What follows belongs to an exercise in optimizing a design on an open flow for small area, a short achievable clock period and few clock cycles; a production flow would make more cautious choices. Function was checked by simulation only, so behaviour that the tests miss may differ from the original. Power figures rest on the tool's default switching activity, not on a simulated workload.

==> flow/design.v <==
module JAM (
input CLK,
input RST,
output reg [2:0] W,
output reg [2:0] J,
input [6:0] Cost,
output reg [3:0] MatchCount,
output reg [9:0] MinCost,
output reg Valid );
localparam ST_HUNG  = 3'd0;
localparam ST_TIGHT = 3'd1;
localparam ST_RED   = 3'd2;
localparam ST_RYS   = 3'd3;
localparam ST_DONE  = 3'd4;
localparam [7:0] INF = 8'hff;
reg [2:0]  st;
reg [2:0]  row;           
reg        root;          
reg [2:0]  j0;            
reg [63:0] nvf;           
reg [63:0] mvf;           
reg [23:0] wayf;          
reg [7:0]  wset;          
reg [23:0] pf;            
reg [7:0]  matched;
reg [7:0]  used;          
reg [6:0]  Dprev;         
reg [7:0]  best;          
reg [2:0]  j1;
reg [7:0]  Kr;            
reg        post, mfr;
reg [2:0]  j1r;
reg [6:0]  bestr;
reg        isact;
reg [2:0]  iss;
reg [5:0]  tcnt;          
reg        vA, kA, lA, mA; reg [2:0] cA;
reg        vB, kB, lB; reg [2:0] cB; reg [7:0] YB;
reg        vD, lD;     reg [2:0] cD; reg [7:0] keyD; reg [7:0] mvD;
reg        aact;
reg [2:0]  jj;
reg [2:0]  arow;
reg [7:0]  tmask;
reg [2:0]  trow;
reg [7:0]  Rr, Rc;
reg [7:0]  S;
reg        vF, lF, sF; reg [31:0] F;
reg        vQ, lQ, sQ; reg [7:0]  Q;
function [3:0] pc8;
  input [7:0] x;
  pc8 = x[0] + x[1] + x[2] + x[3] + x[4] + x[5] + x[6] + x[7];
endfunction
function [3:0] mul4;
  input [3:0] a, b;
  mul4 = a * b;
endfunction
function any4;
  input [3:0] x;
  any4 = |x;
endfunction
function two4;
  input [3:0] x;
  two4 = (x[0] & x[1]) | (x[2] & x[3]) | ((x[0] | x[1]) & (x[2] | x[3]));
endfunction
function oneh;
  input [7:0] x;
  oneh = (any4(x[3:0]) ^ any4(x[7:4])) & ~two4(x[3:0]) & ~two4(x[7:4]);
endfunction
wire [63:0] T = mvf;
wire        hung  = (st == ST_HUNG);
wire        tight = (st == ST_TIGHT);
wire       lt_km  = keyD < mvD;
wire       lt_kb  = keyD < best;
wire       lt_mb  = mvD < best;
wire       take   = root || lt_km;
wire [7:0] nm     = take ? keyD : mvD;
wire       upd    = vD && hung && !used[cD];
wire       nlt    = upd && (take ? lt_kb : lt_mb);
wire       dec    = vD && lD && hung;
wire [7:0] bestf  = nlt ? nm : best;
wire [2:0] j1f    = nlt ? cD : j1;
wire       mf     = nlt ? matched[cD] : matched[j1];
wire [2:0] pj1f   = nlt ? pf[cD*3 +: 3] : pf[j1*3 +: 3];
wire       dec_cont = dec && mf;
wire       dec_end  = dec && !mf;
wire       nrow7  = (row == 3'd7);
wire [7:0] oh_d   = 8'd1 << cD;
wire       tfirst = (cD == 3'd0) || lt_kb;
wire [7:0] tmask_n = tfirst ? oh_d : ((keyD == best) ? (tmask | oh_d) : tmask);
wire        hiss = hung && isact && !post;
wire        tiss = tight && isact;
reg         issue_now;
reg  [2:0]  icol, irow;
reg         ik, il, im;
always @(*) begin
  issue_now = 1'b0; icol = 3'd0; irow = row; ik = 1'b0; il = 1'b0; im = 1'b1;
  if (dec_cont) begin
    issue_now = 1'b1; icol = j1f; irow = pj1f; ik = 1'b1; im = 1'b0;
  end else if (dec_end) begin
    issue_now = 1'b1; icol = 3'd0; irow = nrow7 ? 3'd0 : row + 3'd1;
  end else if (post) begin
    issue_now = !mfr; icol = 3'd1; irow = nrow7 ? 3'd0 : row + 3'd1;
  end else if (hiss) begin
    issue_now = 1'b1;
    icol = (root ? 3'd0 : j0) + iss;
    irow = root ? row : pf[j0*3 +: 3]; il = (iss == 3'd7); im = root;
  end else if (tiss) begin
    issue_now = 1'b1; icol = tcnt[2:0]; irow = tcnt[5:3]; il = (tcnt == 6'd63);
  end
end
wire [7:0] nvA    = nvf[cA*8 +: 8];
wire       pA     = used[cA];
wire       padd   = mA && pA;
wire       asub   = !mA;
wire [6:0] Dp     = post ? bestr : Dprev;
wire [7:0] Zx     = kA ? ~{1'b0, bestr} : (asub ? ~Kr : (pA ? {1'b0, Dp} : 8'd0));
wire [7:0] Y      = nvA + Zx + {7'd0, asub};
wire       nvwe   = vA && (kA || padd);
wire [9:0] keyB   = {3'd0, Cost} + {{2{YB[7]}}, YB};
reg [7:0] fr, fc, rsel, csel, colm, mr;
integer r, c;
always @(*) begin
  fr = 8'd0; fc = 8'd0; rsel = 8'd0; csel = 8'd0;
  for (r = 0; r < 8; r = r + 1) begin
    mr = T[r*8 +: 8] & Rc;
    if (Rr[r] && oneh(mr)) begin
      fr[r] = 1'b1;
      csel = csel | mr;
    end
  end
  for (c = 0; c < 8; c = c + 1) begin
    for (r = 0; r < 8; r = r + 1) colm[r] = T[r*8 + c];
    colm = colm & Rr;
    if (Rc[c] && oneh(colm)) begin
      fc[c] = 1'b1;
      rsel = rsel | colm;
    end
  end
end
wire red_done = (fr == 8'd0) && (fc == 8'd0);
wire [7:0] S_next = ((S | ~Rc) + 8'd1) & Rc;
reg  [31:0] fac;
always @(*) begin
  for (r = 0; r < 8; r = r + 1)
    fac[r*4 +: 4] = Rr[r] ? pc8(T[r*8 +: 8] & S) : 4'd1;
end
wire [3:0] q0 = mul4(mul4(F[3:0],   F[7:4]),   mul4(F[11:8],  F[15:12]));
wire [3:0] q1 = mul4(mul4(F[19:16], F[23:20]), mul4(F[27:24], F[31:28]));
wire [3:0] prod = mul4(Q[3:0], Q[7:4]);
always @(posedge CLK) begin
  if (RST) begin
    st <= ST_HUNG;
    row <= 3'd0; root <= 1'b1; j0 <= 3'd0;
    nvf <= 64'd0; wset <= 8'd0; matched <= 8'd0; used <= 8'd0;
    Dprev <= 7'd0; best <= INF;
    post <= 1'b0;
    W <= 3'd0; J <= 3'd0;
    vA <= 1'b1; kA <= 1'b0; lA <= 1'b0; cA <= 3'd0; mA <= 1'b1;
    isact <= 1'b1; iss <= 3'd1;
    vB <= 1'b0; vD <= 1'b0;
    lB <= 1'b0; lD <= 1'b0;
    aact <= 1'b0;
    vF <= 1'b0; vQ <= 1'b0;
    MinCost <= 10'd0; MatchCount <= 4'd0; Valid <= 1'b0;
  end else begin
    vA <= issue_now; kA <= ik; lA <= il; cA <= icol; mA <= im;
    if (issue_now) begin
      W <= irow; J <= icol;
    end
    if (hiss) begin
      iss <= iss + 3'd1;
      if (iss == 3'd7) isact <= 1'b0;
    end
    if (tiss) begin
      tcnt <= tcnt + 6'd1;
      if (tcnt == 6'd63) isact <= 1'b0;
    end
    vB <= vA; kB <= kA; lB <= lA; cB <= cA; YB <= Y;
    if (nvwe) nvf[cA*8 +: 8] <= Y;
    if (vA && padd) used[cA] <= 1'b0;
    vD <= vB && !kB; lD <= lB; cD <= cB; keyD <= keyB[8] ? 8'hff : keyB[7:0];
    mvD <= mvf[cB*8 +: 8];
    if (vB && kB) Kr <= keyB[7:0];
    if (upd) begin
      if (take) mvf[cD*8 +: 8] <= keyD;
      if (take && !root) begin
        wayf[cD*3 +: 3] <= j0;
        wset[cD] <= 1'b1;
      end
      if (nlt) begin
        best <= nm; j1 <= cD;
      end
    end
    post <= dec;
    if (dec) begin
      mfr <= mf; j1r <= j1f; bestr <= bestf[6:0];
      isact <= 1'b0;
    end
    if (post) begin
      best <= INF;
      if (root) wset <= 8'd0;
      isact <= 1'b1;
      if (mfr) begin
        j0 <= j1r; root <= 1'b0; used[j1r] <= 1'b1;
        iss <= 3'd1;
      end else begin
        MinCost <= MinCost + {3'd0, bestr};
        Dprev <= bestr; root <= 1'b1;
        iss <= 3'd2;
        if (nrow7) begin
          st <= ST_TIGHT; tcnt <= 6'd2; trow <= 3'd0;
        end else begin
          row <= row + 3'd1;
          aact <= 1'b1; jj <= j1r; arow <= row;
        end
      end
    end
    if (aact) begin
      matched[jj] <= 1'b1;
      if (wset[jj]) begin
        pf[jj*3 +: 3] <= pf[wayf[jj*3 +: 3]*3 +: 3];
        jj <= wayf[jj*3 +: 3];
      end else begin
        pf[jj*3 +: 3] <= arow;
        aact <= 1'b0;
      end
    end
    if (tight && vD) begin
      if (tfirst) best <= keyD;
      tmask <= tmask_n;
      if (cD == 3'd7) begin
        mvf[trow*8 +: 8] <= tmask_n;
        trow <= trow + 3'd1;
        if (trow == 3'd7) begin
          st <= ST_RED; Rr <= 8'hff; Rc <= 8'hff;
        end
      end
    end
    if (st == ST_RED) begin
      Rr <= Rr & ~fr & ~rsel;
      Rc <= Rc & ~fc & ~csel;
      if (red_done) begin
        st <= ST_RYS; S <= 8'd0; MatchCount <= 4'd0;
      end
    end
    vF <= 1'b0;
    if (st == ST_RYS) begin
      vF <= 1'b1; F <= fac; sF <= (^S) ^ (^Rc); lF <= (S_next == 8'd0);
      S <= S_next;
      if (S_next == 8'd0) st <= ST_DONE;
    end
    vQ <= vF; lQ <= lF; sQ <= sF; Q <= {q1, q0};
    if (vQ) begin
      MatchCount <= sQ ? MatchCount - prod : MatchCount + prod;
      if (lQ) Valid <= 1'b1;
    end
  end
end
endmodule
clock: 7.0 ns
lec_check: 0
cap_margin: 20
core_margin: 2
core_utilization: 40
setup_slack_margin: 3.3
slew_margin: 20
run.sh (not shown) runs the stock make flow with config.mk's settings and CLKGATE_MAP_FILE= SYNTH_SCRIPT=/design/flow/synth_recipe.tcl, a recipe that flattens the netlist after the stock synthesis.
The baseline completed with no timing, DRC or antenna violations.
Testbench counts at the start, summed over its fixed seeds: cycles 4,912.
==> next run, changes <==
--- a/flow/design.v
+++ b/flow/design.v
@@ -40,14 +40,13 @@
 reg        aact;
 reg [2:0]  jj;
 reg [2:0]  arow;
 reg [7:0]  tmask;
 reg [2:0]  trow;
-reg [7:0]  Rr, Rc;
-reg [7:0]  S;
-reg        vF, lF, sF; reg [31:0] F;
-reg        vQ, lQ, sQ; reg [7:0]  Q;
+reg        vF, lF, sF;
+reg        vQ, lQ, sQ;
+reg [2:0]  i0r;           
 function [3:0] pc8;
   input [7:0] x;
   pc8 = x[0] + x[1] + x[2] + x[3] + x[4] + x[5] + x[6] + x[7];
 endfunction
 function [3:0] mul4;
@@ -65,10 +64,16 @@
 function oneh;
   input [7:0] x;
   oneh = (any4(x[3:0]) ^ any4(x[7:4])) & ~two4(x[3:0]) & ~two4(x[7:4]);
 endfunction
 wire [63:0] T = mvf;
+wire [7:0]  S  = wayf[7:0];
+wire [7:0]  Rr = wayf[15:8];
+wire [7:0]  Rc = wayf[23:16];
+wire [31:0] F  = {nvf[59:56], nvf[51:48], nvf[43:40], nvf[35:32],
+                  nvf[27:24], nvf[19:16], nvf[11:8],  nvf[3:0]};
+wire [7:0]  Q  = {nvf[15:12], nvf[7:4]};
 wire        hung  = (st == ST_HUNG);
 wire        tight = (st == ST_TIGHT);
 wire       lt_km  = keyD < mvD;
 wire       lt_kb  = keyD < best;
 wire       lt_mb  = mvD < best;
@@ -101,11 +106,11 @@
   end else if (post) begin
     issue_now = !mfr; icol = 3'd1; irow = nrow7 ? 3'd0 : row + 3'd1;
   end else if (hiss) begin
     issue_now = 1'b1;
     icol = (root ? 3'd0 : j0) + iss;
-    irow = root ? row : pf[j0*3 +: 3]; il = (iss == 3'd7); im = root;
+    irow = root ? row : i0r; il = (iss == 3'd7); im = root;
   end else if (tiss) begin
     issue_now = 1'b1; icol = tcnt[2:0]; irow = tcnt[5:3]; il = (tcnt == 6'd63);
   end
 end
 wire [7:0] nvA    = nvf[cA*8 +: 8];
@@ -115,31 +120,23 @@
 wire [6:0] Dp     = post ? bestr : Dprev;
 wire [7:0] Zx     = kA ? ~{1'b0, bestr} : (asub ? ~Kr : (pA ? {1'b0, Dp} : 8'd0));
 wire [7:0] Y      = nvA + Zx + {7'd0, asub};
 wire       nvwe   = vA && (kA || padd);
 wire [9:0] keyB   = {3'd0, Cost} + {{2{YB[7]}}, YB};
-reg [7:0] fr, fc, rsel, csel, colm, mr;
-integer r, c;
+reg [7:0] fr, csel, mr;
+integer r;
 always @(*) begin
-  fr = 8'd0; fc = 8'd0; rsel = 8'd0; csel = 8'd0;
+  fr = 8'd0; csel = 8'd0;
   for (r = 0; r < 8; r = r + 1) begin
     mr = T[r*8 +: 8] & Rc;
     if (Rr[r] && oneh(mr)) begin
       fr[r] = 1'b1;
       csel = csel | mr;
     end
   end
-  for (c = 0; c < 8; c = c + 1) begin
-    for (r = 0; r < 8; r = r + 1) colm[r] = T[r*8 + c];
-    colm = colm & Rr;
-    if (Rc[c] && oneh(colm)) begin
-      fc[c] = 1'b1;
-      rsel = rsel | colm;
-    end
-  end
-end
-wire red_done = (fr == 8'd0) && (fc == 8'd0);
+end
+wire red_done = (fr == 8'd0);
 wire [7:0] S_next = ((S | ~Rc) + 8'd1) & Rc;
 reg  [31:0] fac;
 always @(*) begin
   for (r = 0; r < 8; r = r + 1)
     fac[r*4 +: 4] = Rr[r] ? pc8(T[r*8 +: 8] & S) : 4'd1;
@@ -191,11 +188,11 @@
         best <= nm; j1 <= cD;
       end
     end
     post <= dec;
     if (dec) begin
-      mfr <= mf; j1r <= j1f; bestr <= bestf[6:0];
+      mfr <= mf; j1r <= j1f; bestr <= bestf[6:0]; i0r <= pj1f;
       isact <= 1'b0;
     end
     if (post) begin
       best <= INF;
       if (root) wset <= 8'd0;
@@ -230,28 +227,32 @@
       tmask <= tmask_n;
       if (cD == 3'd7) begin
         mvf[trow*8 +: 8] <= tmask_n;
         trow <= trow + 3'd1;
         if (trow == 3'd7) begin
-          st <= ST_RED; Rr <= 8'hff; Rc <= 8'hff;
+          st <= ST_RED; wayf[23:8] <= 16'hffff;
         end
       end
     end
     if (st == ST_RED) begin
-      Rr <= Rr & ~fr & ~rsel;
-      Rc <= Rc & ~fc & ~csel;
+      wayf[15:8]  <= Rr & ~fr;
+      wayf[23:16] <= Rc & ~csel;
       if (red_done) begin
-        st <= ST_RYS; S <= 8'd0; MatchCount <= 4'd0;
+        st <= ST_RYS; wayf[7:0] <= 8'd0; MatchCount <= 4'd0;
       end
     end
     vF <= 1'b0;
     if (st == ST_RYS) begin
-      vF <= 1'b1; F <= fac; sF <= (^S) ^ (^Rc); lF <= (S_next == 8'd0);
-      S <= S_next;
+      vF <= 1'b1; sF <= (^S) ^ (^Rc); lF <= (S_next == 8'd0);
+      for (r = 0; r < 8; r = r + 1) nvf[r*8 +: 4] <= fac[r*4 +: 4];
+      wayf[7:0] <= S_next;
       if (S_next == 8'd0) st <= ST_DONE;
     end
-    vQ <= vF; lQ <= lF; sQ <= sF; Q <= {q1, q0};
+    vQ <= vF; lQ <= lF; sQ <= sF;
+    if (vF) begin
+      nvf[7:4] <= q0; nvf[15:12] <= q1;
+    end
     if (vQ) begin
       MatchCount <= sQ ? MatchCount - prod : MatchCount + prod;
       if (lQ) Valid <= 1'b1;
     end
   end
Sequential share of layout area decreases by 1.7 points.
Count of clock-buffer cells in the layout increases by 4.
First-iteration DRC count decreases by 15%.
Flip-flop and latch count decreases by 61.
Maximum frequency decreases by about 0.8%.
Power decreases by 12%.
Core utilization decreases by 1.1 points.
Non-clock buffer count decreases by 90.
Final cell count decreases by about 11%.
Final area decreases by 13%.
Testbench counts after the change, summed over its fixed seeds: cycles 4,976.

## afterwards: timing with drivers on the ports
In the flow no input, the clock included, has a driving cell. The finished layouts below were timed again as built, in two steps.
Step 1, drivers: a clkbuf_16 drives CLK and a buf_2 each remaining input, both assumed.
Step 2 moves the port delays by t, midway between the first and last clock arrival at a register: inputs arrive t later, outputs are due t later. That takes back most of the time a late clock gives input paths.
Slacks: ideal / step 1 / step 2; pairs: ideal / step 1.
run | t, ns | slack for setup (ns) | worst setup path after step 2
the first run | 0.645 | 3.326 / 3.326 / 3.085 | input to register
the second run | 0.633 | 3.295 / 3.295 / 2.851 | input to register
After both steps setup and hold are still met in every run listed. For the second run, which loses most, drivers alone change the setup slack by 0.000 ns; drivers and shift together by -0.444 ns.
